Background: an optimization exercise with open tools, aiming at a short achievable clock period and few clock cycles. Do not read the settings as production practice. Where RTL was checked, it was by simulation tests only, not by an equivalence proof against the original. Power is estimated from default activity; no workload was simulated.

==> v36 <==
// Uniciclo
module Uniciclo (
    input  logic        clockCPU,
    input  logic        reset,
    input  logic [4:0]  RegIn,
    output logic [31:0] PC,
    input  logic [31:0] Instr,
    output logic [31:0] MemAddr, MemWrData,
    output logic        MemWrEn,
    input  logic [31:0] MemRdData,
    output logic [31:0] RegOut
    );
clock: 10.0 ns
lec_check: 0
cap_margin: 20
core_margin: 2
core_utilization: 30
place_density: 0.45
setup_slack_margin: 0.6
slew_margin: 20
run.sh (not shown) runs the stock make flow with config.mk's settings and CLKGATE_MAP_FILE= SYNTH_SCRIPT=/design/flow/synth_recipe.tcl, a recipe that flattens the netlist after the stock synthesis.
==> v31: changes against v36 <==
--- a/flow/design.v
+++ b/flow/design.v
@@ -586,25 +586,26 @@
     DATA_ADDRESS    = 32'h1001_0000,
     STACK_ADDRESS   = 32'h1001_03FC,
     GP              = DATA_ADDRESS;
 reg         e_valid;
 reg  [31:0] e_a, e_b, e_sd;             
 reg         e_fwa, e_fwb, e_fws;        
 reg  [31:0] e_link;                     
-reg  [31:0] e_tgt;                      
+reg  [31:0] e_pc;                       
+reg  [31:0] e_bimm;                     
 reg  [31:0] e_ptgt;                     
 reg         e_pred;                     
 reg  [4:0]  e_rd;
-reg         e_wr, e_load, e_store, e_beq, e_jal, e_jalr;
+reg         e_wr, e_load, e_store, e_beq, e_jal, e_jalr, e_call, e_ret;
 reg         e_add, e_sub, e_and, e_or, e_slt, e_selb, e_link_sel;
 reg  [9:0]  e_pcidx;                    
 reg         m_valid;
 reg  [31:0] m_res;
 reg  [4:0]  m_rd;
-reg         m_wr, m_load, m_store;
+reg         m_wr, m_load, m_we;
 reg  [31:0] m_addr, m_wdata;
 reg  [31:0] rf [1:31];
 reg  [31:1] rf_ok;
 wire [6:0] opc    = Instr[6:0];
 wire [2:0] funct3 = Instr[14:12];
 wire [6:0] funct7 = Instr[31:25];
 wire [4:0] rs1    = Instr[19:15];
@@ -633,19 +634,20 @@
 wire [31:0] immI = {{20{Instr[31]}}, Instr[31:20]};
 wire [31:0] immS = {{20{Instr[31]}}, Instr[31:25], Instr[11:7]};
 wire [31:0] immB = {{20{Instr[31]}}, Instr[7], Instr[30:25], Instr[11:8], 1'b0};
 wire [31:0] immJ = {{12{Instr[31]}}, Instr[19:12], Instr[20], Instr[30:21], 1'b0};
 wire [31:0] immU = {Instr[31:12], 12'b0};
 wire [31:0] d_imm = d_sw  ? immS :
                     d_lui ? immU : immI;
-wire [31:0] d_bimm = d_jal ? immJ : immB;
+wire [31:0] d_bimm = Instr[3] ? immJ : immB;
 wire [31:0] d_link = PC + 32'd4;
-wire [31:0] d_tgt  = PC + d_bimm;
+wire [9:0]  d_tidx = PC[11:2] + d_bimm[11:2];
+wire [31:0] d_tgt  = {PC[31:12], d_tidx, 2'b00};
 wire [31:0] m_wb   = m_load ? MemRdData : m_res;
-wire        m_wen  = m_valid & m_wr & (m_rd != 5'd0);
+wire        m_wen  = m_valid & m_wr;            
 function [31:0] rf_read;
     input [4:0] r;
     begin
         if (r == 5'd0)
             rf_read = 32'b0;
         else if (rf_ok[r])
             rf_read = rf[r];
@@ -653,47 +655,51 @@
             rf_read = STACK_ADDRESS;
         else
             rf_read = 32'b0;
     end
 endfunction
 wire [31:0] d_rv1 = (m_wen && m_rd == rs1) ? m_wb : rf_read(rs1);
 wire [31:0] d_rv2 = (m_wen && m_rd == rs2) ? m_wb : rf_read(rs2);
-wire e_ldhz = e_valid & e_load & (e_rd != 5'd0);
+wire e_ldhz  = e_valid & e_load & e_wr;
 wire d_stall = e_ldhz & ((d_use1 & (rs1 == e_rd)) | (d_use2 & (rs2 == e_rd)));
-wire e_fwd_ok = e_valid & e_wr & (e_rd != 5'd0);
-reg  [63:0] btb_v;
-reg  [3:0]  btb_tag [0:63];
-reg  [9:0]  btb_tgt [0:63];
-reg  [1:0]  btb_ctr [0:63];
-wire [5:0]  f_idx = PC[7:2];
-wire        btb_hit = btb_v[f_idx] & (btb_tag[f_idx] == PC[11:8]);
+wire e_fwd_ok = e_valid & e_wr;
+reg  [15:0] btb_v;
+reg  [5:0]  btb_tag [0:15];
+reg  [9:0]  btb_tgt [0:15];
+reg  [1:0]  btb_ctr [0:15];
+wire [3:0]  f_idx = PC[5:2];
+wire        btb_hit = btb_v[f_idx] & (btb_tag[f_idx] == PC[11:6]);
 wire        btb_taken = btb_hit & btb_ctr[f_idx][1];
-reg  [31:0] ras [0:3];
-reg  [1:0]  ras_sp;                     
-reg  [2:0]  ras_n;                      
-wire [1:0]  ras_top_i = ras_sp - 2'd1;
-wire [31:0] ras_top = ras[ras_top_i];
-wire        f_pred_ret = d_ret & (ras_n != 3'd0);
-wire        f_pred = f_pred_ret | btb_taken;
-wire [31:0] f_ptgt = f_pred_ret ? ras_top : {PC[31:12], btb_tgt[f_idx], 2'b00};
+reg  [31:0] ras [0:1];
+reg         ras_sp;                     
+reg  [1:0]  ras_n;                      
+wire [31:0] ras_top = ras[~ras_sp];
+wire        f_sure = d_jal | (d_beq & (rs1 == rs2));
+wire        f_pred_ret = d_ret & (ras_n != 2'd0);
+wire        f_pred = f_sure | f_pred_ret | btb_taken;
+wire [31:0] f_btgt = f_pred_ret ? ras_top : {PC[31:12], btb_tgt[f_idx], 2'b00};
+wire [31:0] f_ptgt = f_sure ? d_tgt : f_btgt;
 wire [31:0] A  = e_fwa ? m_res : e_a;
 wire [31:0] B  = e_fwb ? m_res : e_b;
 wire [31:0] SD = e_fws ? m_res : e_sd;
 wire [31:0] sum  = A + B;
 wire [31:0] diff = A - B;
 wire        lt   = (A[31] != B[31]) ? A[31] : diff[31];
 wire [31:0] res = ({32{e_add}}  & sum)  |
                   ({32{e_sub}}  & diff) |
                   ({32{e_and}}  & (A & B)) |
                   ({32{e_or}}   & (A | B)) |
                   ({32{e_slt}}  & {31'b0, lt}) |
                   ({32{e_selb}} & B) |
                   ({32{e_link_sel}} & e_link);
 wire        eq     = (A == B);
-wire        tgt_ok = (e_ptgt == e_tgt);
+wire [31:0] e_tgt  = e_pc + e_bimm;
+wire [31:0] tx     = e_pc ^ e_bimm ^ e_ptgt;
+wire [31:0] tc     = (e_pc & e_bimm) | ((e_pc ^ e_bimm) & ~e_ptgt);
+wire        tgt_ok = (tx == {tc[30:0], 1'b0});
 wire [31:0] jx   = A ^ B ^ e_ptgt;
 wire [31:0] jc   = (A & B) | ((A ^ B) & ~e_ptgt);
 wire        j_ok = (jx[31:1] == {jc[30:1], A[0] & B[0]}) & (e_ptgt[0] == 1'b0);
 wire        e_taken = e_jal | e_jalr | (e_beq & eq);
 wire        e_tok   = e_jalr ? j_ok : tgt_ok;
 wire        e_mis   = e_valid & (e_taken ? ~(e_pred & e_tok) : e_pred);
 wire [31:0] e_jtgt  = {sum[31:1], 1'b0};
@@ -713,59 +719,63 @@
         PC <= d_link;
 end
 always @(posedge clockCPU or posedge reset)
 begin
     if (reset) begin
         e_valid <= 1'b0;
         m_valid <= 1'b0;
+        m_we    <= 1'b0;
     end else begin
         e_valid <= d_adv;
         m_valid <= e_valid;
+        m_we    <= e_valid & e_store;
     end
 end
 always @(posedge clockCPU)
 begin
     e_a      <= d_rv1;
     e_b      <= d_useimm ? d_imm : d_rv2;
     e_sd     <= d_rv2;
     e_fwa    <= e_fwd_ok & (e_rd == rs1);
     e_fwb    <= e_fwd_ok & (e_rd == rs2) & ~d_useimm;
     e_fws    <= e_fwd_ok & (e_rd == rs2);
     e_link   <= d_link;
-    e_tgt    <= d_tgt;
+    e_pc     <= PC;
+    e_bimm   <= d_bimm;
     e_ptgt   <= f_ptgt;
     e_pred   <= f_pred;
     e_rd     <= rd;
-    e_wr     <= d_wr;
+    e_wr     <= d_wr & (rd != 5'd0);
     e_load   <= d_lw;
     e_store  <= d_sw;
     e_beq    <= d_beq;
     e_jal    <= d_jal;
     e_jalr   <= d_jalr;
+    e_call   <= d_call;
+    e_ret    <= d_ret;
     e_add    <= d_add;
     e_sub    <= d_rsub;
     e_and    <= d_and;
     e_or     <= d_or;
     e_slt    <= d_slt;
     e_selb   <= d_lui;
     e_link_sel <= d_jal | d_jalr;
     e_pcidx  <= PC[11:2];
     m_res    <= res;
     m_rd     <= e_rd;
     m_wr     <= e_wr;
     m_load   <= e_load;
-    m_store  <= e_store;
     if (e_load | e_store)
         m_addr <= sum;
     if (e_store)
         m_wdata <= SD;
 end
 assign MemAddr   = m_addr;
 assign MemWrData = m_wdata;
-assign MemWrEn   = m_valid & m_store;
+assign MemWrEn   = m_we;
 always @(posedge clockCPU)
 begin
     if (m_wen)
         rf[m_rd] <= m_wb;
 end
 always @(posedge clockCPU or posedge reset)
 begin
@@ -780,29 +790,29 @@
 reg  [9:0] u_pcidx;
 reg  [9:0] u_tgt;
 always @(posedge clockCPU or posedge reset)
 begin
     if (reset)
         u_v <= 1'b0;
     else
-        u_v <= e_valid & (e_beq | e_jal | e_jalr);
+        u_v <= e_valid & (e_beq | e_jalr) & ~e_ret;
 end
 always @(posedge clockCPU)
 begin
     u_taken <= e_taken;
     u_pcidx <= e_pcidx;
     u_tgt   <= e_ntgt[11:2];
 end
-wire [5:0] u_idx = u_pcidx[5:0];
-wire [3:0] u_tag = u_pcidx[9:6];
+wire [3:0] u_idx = u_pcidx[3:0];
+wire [5:0] u_tag = u_pcidx[9:4];
 wire       u_hit = btb_v[u_idx] & (btb_tag[u_idx] == u_tag);
 always @(posedge clockCPU or posedge reset)
 begin
     if (reset)
-        btb_v <= 64'b0;
+        btb_v <= 16'b0;
     else if (u_v & u_taken)
         btb_v[u_idx] <= 1'b1;
 end
 always @(posedge clockCPU)
 begin
     if (u_v) begin
         if (u_taken) begin
@@ -810,30 +820,30 @@
             btb_tgt[u_idx] <= u_tgt;
             btb_ctr[u_idx] <= u_hit ? ((btb_ctr[u_idx] == 2'b11) ? 2'b11 : btb_ctr[u_idx] + 2'b01) : 2'b11;
         end else if (u_hit) begin
             btb_ctr[u_idx] <= (btb_ctr[u_idx] == 2'b00) ? 2'b00 : btb_ctr[u_idx] - 2'b01;
         end
     end
 end
-wire ras_push = d_adv & d_call;
-wire ras_pop  = d_adv & d_ret & (ras_n != 3'd0);
+wire ras_push = e_valid & e_call;
+wire ras_pop  = e_valid & e_ret & (ras_n != 2'd0);
 always @(posedge clockCPU or posedge reset)
 begin
     if (reset) begin
-        ras_sp <= 2'd0;
-        ras_n  <= 3'd0;
+        ras_sp <= 1'b0;
+        ras_n  <= 2'd0;
     end else if (ras_push & ~ras_pop) begin
-        ras_sp <= ras_sp + 2'd1;
-        ras_n  <= (ras_n == 3'd4) ? 3'd4 : ras_n + 3'd1;
+        ras_sp <= ~ras_sp;
+        ras_n  <= (ras_n == 2'd2) ? 2'd2 : ras_n + 2'd1;
     end else if (ras_pop & ~ras_push) begin
-        ras_sp <= ras_sp - 2'd1;
-        ras_n  <= ras_n - 3'd1;
+        ras_sp <= ~ras_sp;
+        ras_n  <= ras_n - 2'd1;
     end
 end
 always @(posedge clockCPU)
 begin
     if (ras_push & ras_pop)
-        ras[ras_top_i] <= d_link;
+        ras[~ras_sp] <= e_link;
     else if (ras_push)
-        ras[ras_sp] <= d_link;
+        ras[ras_sp] <= e_link;
 end
 endmodule
==> flow/flow/run.sh (new file) <==
#!/bin/bash
set -euo pipefail
MARGIN=6.8
sed -E "s/SETUP_SLACK_MARGIN=[^ ]+/SETUP_SLACK_MARGIN=${MARGIN}/" standard.sh > std_margin.sh
grep -q "SETUP_SLACK_MARGIN=${MARGIN}" std_margin.sh
bash std_margin.sh > flow_make.log 2>&1
==> flow/standard.sh (new file) <==
#!/bin/bash
# synth_recipe.tcl (not shown) runs the flow's synth.tcl, then flattens the netlist and writes it again
# the make line also repeats each setting of config.mk as NAME=value (left out here)
make -C /OpenROAD-flow-scripts/flow DESIGN_CONFIG=/design/flow/config.mk WORK_HOME=/design/flow/orfs CLKGATE_MAP_FILE= SYNTH_SCRIPT=/design/flow/synth_recipe.tcl "${@:-finish}"
removed: flow/run.sh
==> run_results.csv <==
group,metric,value,unit
pwr,leakagePower,42.0,nW
run_status,status,"finished clean",
yosys,ys_seq_area_frac,0.533,
yosys,synth_compound_area_frac,0.0747,
worst_setup_path,slowest_delay,0.45,ns
route,first_pass_iters,5,
worst_setup_path,worstReg2RegStart,"e_fwa",
yosys,synth_cells,6337,
worst_setup_path,r2r_end,"m_res[31]",
the above is filed under v31

==> run_results.csv <==
group,metric,value,unit
yosys,ys_seq_area_frac,0.586,
worst_setup_path,crit_path_end_kind,"flip-flop",
yosys,synth_cells,7973,
run_status,status,"finished clean",
worst_setup_path,worstReg2RegStart,"e_fwb",
pwr,leakagePower,50.0,nW
worst_setup_path,slowest_delay,0.68,ns
route,first_pass_iters,6,
yosys,synth_compound_area_frac,0.0690,
the above is filed under v36

Testbench counts of v36, summed over its fixed seeds: cycles 95,078.
Function not checked in v31: the RTL went through the layout flow alone.

re-timing with driven ports:
The results above use ideal ports. As a check the final layouts listed here were re-extracted and re-timed, cells and wires unchanged. Step 1 sets driving cells, clkbuf_16 on the clock port and buf_2 on the other inputs (assumed; they add their load-dependent delay and slew). Step 2 also shifts input and output timing later by t, the mid clock arrival at the registers, as if the neighbouring blocks saw the same clock. a / b / c = no drivers / after step 1 / after step 2; a / b = the first two.
| run | t, ns | slack for setup (ns) | worst setup path at the end | worst register clock-pin slew, ns |
|---|---|---|---|---|
| v36 | 1.042 | 2.711 / 2.710 / 2.687 | input to register | 0.07 / 0.07 |
| v31 | 1.010 | 5.673 / 5.673 / 4.891 | input to register | 0.07 / 0.07 |
After both steps setup and hold are still met in every run listed. For v31, which loses most, drivers alone change the setup slack by 0.000 ns; drivers and shift together by -0.782 ns.
